What follows belongs to an exercise in optimizing a design on an open flow for small area; a production flow would make more cautious choices.
In this exercise RTL edits were held to simulation tests only and were not proved equivalent to the original.
Power and IR drop assume default switching activity.

Setup of v2:
// ALU
module ALU (
    input Clk,
    input Reset,
    input [7:0] operand_A, operand_B,
    input [3:0] Sel,
    output [7:0] Out,
    output [3:0] Flag);
    reg [7:0] Result;
    reg [3:0] FlagCpy;
    wire [7:0] nResult;
    wire [3:0] nFlag;
    assign Out = Result;
    assign Flag = FlagCpy;
    wire [7:0] A = operand_A;
    wire [7:0] B = operand_B;
    wire s_add = (Sel == 4'h0);
    wire s_sub = (Sel == 4'h1);
    wire s_mul = (Sel == 4'h2);
    wire s_div = (Sel == 4'h3);
    wire s_shl = (Sel == 4'h4);
    wire s_shr = (Sel == 4'h5);
    wire s_lgc = (Sel >= 4'h6) && (Sel <= 4'hB);
    wire s_quo = s_div || s_shr;             
    wire sub = s_sub || s_quo;               
    wire b_lo = ~|B[7:3];                    
    wire [7:0] Y = s_shr ? (8'h01 << B[2:0]) : B;
    wire [7:0] Yx = Y ^ {8{sub}};            
    wire [7:0] Yn = ~Yx;
    wire [7:0] hz;
    assign hz[0] = 1'b1;
    genvar g, k;
    generate
        for (g = 1; g < 8; g = g + 1) begin : g_hz
            assign hz[g] = ~|Y[7:8-g];
        end
    endgenerate
    wire [7:0] qz = {8{s_quo}} & hz;         
    wire [7:0] xs_n = ~((s_mul || (s_shr && !b_lo)) ? 8'h00 : A);
    wire [7:0] xn0;                  
    wire [7:0] X0;                   
    wire [7:0] q;                    
    wire [7:0] co;                   
  ...
clock: 13.5 ns
lec_check: 0
abc_area: 0
cap_margin: 20
core_margin: 2
core_utilization: 45
gpl_timing_driven: 0
slew_margin: 20
synth_hierarchical: 1
synth_minimum_keep_size: 0
standard.sh (not shown) runs the stock make flow with config.mk's settings and CLKGATE_MAP_FILE= SYNTH_SCRIPT=/design/flow/synth_recipe.tcl, a recipe that flattens the netlist after the stock synthesis.
==> flow/flow/run.sh <==
#!/bin/bash
set -euo pipefail
export BUFFER_PORTS_ARGS="-buffer_cell sky130_fd_sc_hd__buf_1"
export RECOVER_POWER=100
bash standard.sh > standard.log 2>&1
## Diff of input files: v17 against v2
==> flow/flow/run.sh <==
#!/bin/bash
set -euo pipefail
export POST_SYNTH_TCL="$(pwd)/flow/downsize.tcl"
export BUFFER_PORTS_ARGS="-buffer_cell sky130_fd_sc_hd__buf_1"
export RECOVER_POWER=100
export SKIP_INCREMENTAL_REPAIR=1
bash standard.sh > standard.log 2>&1
==> flow/flow/downsize.tcl (new file) <==
# POST_SYNTH hook: set every combinational cell of the synthesized netlist to
# the smallest-area drive strength of the same cell (the same name up to the
# _N drive suffix), so that ABC's drive choices, made without placement or
# real loads, do not stay in the layout. The flow's own repair_design and
# repair_timing then upsize only the cells that timing, slew or load need.
set ::ds_dont_use {}
if {[info exists ::env(DONT_USE_CELLS)]} { set ::ds_dont_use $::env(DONT_USE_CELLS) }
proc ds_dont_use {name} {
  foreach pat $::ds_dont_use { if {[string match $pat $name]} { return 1 } }
  return 0
}
set db [ord::get_db]
# smallest master for each base name: lowest area, then highest drive number
array set best {}
foreach lib [$db getLibs] {
  foreach m [$lib getMasters] {
    set n [$m getName]
    if {![regexp {^(sky130_fd_sc_hd__[a-z0-9]+(?:_[a-z0-9]+)*?)_([0-9]+)$} $n -> base drv]} { continue }
    if {[ds_dont_use $n]} { continue }
    set a [expr {[$m getWidth] * [$m getHeight]}]
    if {![info exists best($base)]} {
      set best($base) [list $a $drv $m]
    } else {
      lassign $best($base) ba bd bm
      if {$a < $ba || ($a == $ba && $drv > $bd)} { set best($base) [list $a $drv $m] }
    }
  }
}
set block [ord::get_db_block]
set swapped 0
foreach inst [$block getInsts] {
  set m [$inst getMaster]
  set n [$m getName]
  # registers keep the cell synthesis gave them
  if {[string match "sky130_fd_sc_hd__df*" $n] || [string match "sky130_fd_sc_hd__dl*" $n] || [string match "sky130_fd_sc_hd__sdf*" $n] || [string match "sky130_fd_sc_hd__edf*" $n]} { continue }
  if {![regexp {^(sky130_fd_sc_hd__[a-z0-9]+(?:_[a-z0-9]+)*?)_([0-9]+)$} $n -> base drv]} { continue }
  if {![info exists best($base)]} { continue }
  set bm [lindex $best($base) 2]
  if {[$bm getName] ne $n} {
    puts "downsize [$inst getName] $n -> [$bm getName]"
    $inst swapMaster $bm
    incr swapped
  }
}
puts "downsize: $swapped cells set to their smallest drive strength"
Notes after the runs:
- Per the comparison of v17 with v2, worst slew slack as a fraction of its limit decreased by 5.3 points relative to the old numbers, internal power contribution lost 0.0000058 W.
- ~same sequential cell count in v17 and v2
- ~same sequential-cell power consumption in v17 and v2
- Of the two values seen for slowest cell on the critical path, sky130_fd_sc_hd__or3_1 was produced by v17 and sky130_fd_sc_hd__and4bb_4 by v2.
- On worst hold slack, v17 does better than v2.
- Diff v2 -> v17 | number of buffers inserted by post-CTS setup repair | increase of 2
- Of v17 and v2, it is v17 that has the lower total met2 wirelength after detailed routing.
- Between v17 and v2, the clock transition time at the flip-flop clock pins of the worst setup and hold paths does not differ in any meaningful way.
- Status for v17 and v2: clean finish in v2 only
- The lower met2 capacity usage during global routing of v17 and v2 is in v2.
- Maximum frequency in v17 vs v2: down 5.0 MHz
diff inputs: v17 => v25
- TNS_END_PERCENT newly set to 0
- SETUP_SLACK_MARGIN newly set to -0.3
-- flow/flow/run.sh --
<<< v17, line 5
export RECOVER_POWER=100
export SKIP_INCREMENTAL_REPAIR=1
bash standard.sh > standard.log 2>&1
>>> v25, line 5
export RECOVER_POWER=100
bash standard.sh > standard.log 2>&1
## What came out
Relative to v17, the total routed wirelength measured on v25 has increased by a few percent.
A beginning of the critical path of operand_B[5] is what v17 shows, while Sel[1] belongs to v25.
v25 finished every step from synthesis to the final layout, and the layout passed the timing, design-rule and antenna checks.
Lower share of the core filled with cells in the final layout goes to v17 over v25.
The cell area of v25 is higher than that of v17.
On worst clock skew on the final layout, v17 and v25 are neck and neck.
#### Input delta (v29 over v25)
- SETUP_SLACK_MARGIN: -0.3 -> -0.45
- TNS_END_PERCENT: 0 -> unset
Findings:
- Taking v25 as the reference, in v29 met1 capacity usage during global routing fell by 0.71 points; total met2 wirelength after detailed routing rose by about 1%; final wirelength fell by 0.41%; chip height stayed essentially flat.
> inputs changed (v29 -> v36)
- CTS_CLUSTER_SIZE now 20, previously not set
- SETUP_SLACK_MARGIN no longer set, was -0.45
- CTS_BUF_LIST now sky130_fd_sc_hd__clkbuf_4, previously not set
-- flow/flow/run.sh --
<<< v29, line 5
export RECOVER_POWER=100
bash standard.sh > standard.log 2>&1
>>> v36, line 5
export RECOVER_POWER=100
SETUP_SLACK_MARGIN=0.65 bash standard.sh cts > standard_to_cts.log 2>&1
SKIP_INCREMENTAL_REPAIR=1 bash standard.sh > standard.log 2>&1
==> notes.md <==
- Having completed the whole flow, v36 delivered a layout that passed the timing, design-rule and antenna checks.
- [compare] base=v29 new=v36: buffers plus inverters on the worst setup path shows an increase of 2; wire length was more or less identical; clock tree buffer count of the final layout fell 1; post-synthesis to final-layout area growth now smaller.
- v36 has clock power below what v29 had.


Another version of the RTL of ALU (not shown whole).
Size: about 470 cells after synthesis, roughly 34 I/O pins.
export LEC_CHECK = 0
export ABC_AREA = 0
export CAP_MARGIN = 20
export CORE_MARGIN = 2
export CORE_UTILIZATION = 45
export CTS_BUF_LIST = sky130_fd_sc_hd__clkbuf_4
export CTS_CLUSTER_SIZE = 20
export GPL_TIMING_DRIVEN = 0
export SLEW_MARGIN = 20
export SYNTH_HIERARCHICAL = 1
export SYNTH_MINIMUM_KEEP_SIZE = 0
create_clock -name core_clock -period 13.5 [get_ports {Clk}]
==> flow/flow/run.sh <==
#!/bin/bash
set -euo pipefail
export POST_SYNTH_TCL="$(pwd)/flow/downsize.tcl"
export BUFFER_PORTS_ARGS="-buffer_cell sky130_fd_sc_hd__buf_1"
export RECOVER_POWER=100
SETUP_SLACK_MARGIN=0.50 bash standard.sh cts > standard_to_cts.log 2>&1
SKIP_INCREMENTAL_REPAIR=1 bash standard.sh > standard.log 2>&1
==> flow/flow/downsize.tcl <==
# POST_SYNTH hook: set every combinational cell of the synthesized netlist to
# the smallest-area drive strength of the same cell (the same name up to the
# _N drive suffix), so that ABC's drive choices, made without placement or
# real loads, do not stay in the layout. The flow's own repair_design and
# repair_timing then upsize only the cells that timing, slew or load need.
set ::ds_dont_use {}
if {[info exists ::env(DONT_USE_CELLS)]} { set ::ds_dont_use $::env(DONT_USE_CELLS) }
proc ds_dont_use {name} {
  foreach pat $::ds_dont_use { if {[string match $pat $name]} { return 1 } }
  return 0
}
set db [ord::get_db]
# smallest master for each base name: lowest area, then highest drive number
array set best {}
foreach lib [$db getLibs] {
  foreach m [$lib getMasters] {
    set n [$m getName]
    if {![regexp {^(sky130_fd_sc_hd__[a-z0-9]+(?:_[a-z0-9]+)*?)_([0-9]+)$} $n -> base drv]} { continue }
    if {[ds_dont_use $n]} { continue }
    set a [expr {[$m getWidth] * [$m getHeight]}]
    if {![info exists best($base)]} {
      set best($base) [list $a $drv $m]
    } else {
      lassign $best($base) ba bd bm
      if {$a < $ba || ($a == $ba && $drv > $bd)} { set best($base) [list $a $drv $m] }
    }
  }
}
set block [ord::get_db_block]
set swapped 0
foreach inst [$block getInsts] {
  set m [$inst getMaster]
  set n [$m getName]
  # registers keep the cell synthesis gave them
  if {[string match "sky130_fd_sc_hd__df*" $n] || [string match "sky130_fd_sc_hd__dl*" $n] || [string match "sky130_fd_sc_hd__sdf*" $n] || [string match "sky130_fd_sc_hd__edf*" $n]} { continue }
  if {![regexp {^(sky130_fd_sc_hd__[a-z0-9]+(?:_[a-z0-9]+)*?)_([0-9]+)$} $n -> base drv]} { continue }
  if {![info exists best($base)]} { continue }
  set bm [lindex $best($base) 2]
  if {[$bm getName] ne $n} {
    puts "downsize [$inst getName] $n -> [$bm getName]"
    $inst swapMaster $bm
    incr swapped
  }
}
puts "downsize: $swapped cells set to their smallest drive strength"
==> next run, changes <==
--- a/flow/flow/run.sh
+++ b/flow/flow/run.sh
@@ -6 +6 @@
-SETUP_SLACK_MARGIN=0.50 bash standard.sh cts > standard_to_cts.log 2>&1
+SETUP_SLACK_MARGIN=0.65 bash standard.sh cts > standard_to_cts.log 2>&1
=> Design area rose slightly; synthesized area does not change; routed wire length rose slightly; hold slack improved by 0.0037 ns; global-route usage barely changes.
==> next run, changes <==
--- a/flow/flow/run.sh
+++ b/flow/flow/run.sh
@@ -6 +6 @@
-SETUP_SLACK_MARGIN=0.65 bash standard.sh cts > standard_to_cts.log 2>&1
+SETUP_SLACK_MARGIN=0.5 bash standard.sh cts > standard_to_cts.log 2>&1
Result: Power is lower by 1.2%; worst setup slack loses 0.15 ns; non-clock buffer count is lower by 2; clock-buffer cell count does not change; die area is unchanged; first-iteration DRC count is higher by 25%; global-route usage stays flat; cell area is lower by 0.68%; combinational power hardly moves; sequential cell count stays the same; clock power is lower by about 7%.

-- re-timing with driven ports --
No port has a modelled driver above. Below, the same layouts with a new extraction and two added sets of constraints.
Step 1: set_driving_cell puts a clkbuf_16 on Clk and a buf_2 on each other input, an assumption about the parent block.
Step 2, shift: input delay + t, output delay - t, t = (earliest + latest rising clock arrival at the registers) / 2. This alone moves slack from input paths to output paths.
a / b / c = ideal / step 1 / step 2; a / b = the first two.
run | shift t [ns] | setup slack, ns | latest minus earliest clock arrival (ns) | pins driven straight from the clock port
v2 | 0.256 | 0.665 / 0.666 / 0.411 | 0.002 / 0.003 | 1
v17 | 0.263 | -0.221 / -0.219 / -0.482 | 0.005 / 0.005 | 1
v25 | 0.264 | 0.410 / 0.408 / 0.145 | 0.005 / 0.005 | 1
v29 | 0.262 | 0.276 / 0.279 / 0.017 | 0.003 / 0.003 | 1
v36 | 0.298 | 0.487 / 0.482 / 0.184 | 0.003 / 0.003 | 1
the first run of note 2 | 0.282 | 0.399 / 0.398 / 0.116 | 0.002 / 0.001 | 1
the second run of note 2 | 0.293 | 0.548 / 0.544 / 0.250 | 0.003 / 0.003 | 1
the third run of note 2 | 0.282 | 0.399 / 0.398 / 0.116 | 0.002 / 0.001 | 1
The setup slack of v36, which loses most, moves by -0.005 ns with the drivers and by -0.303 ns with both steps.
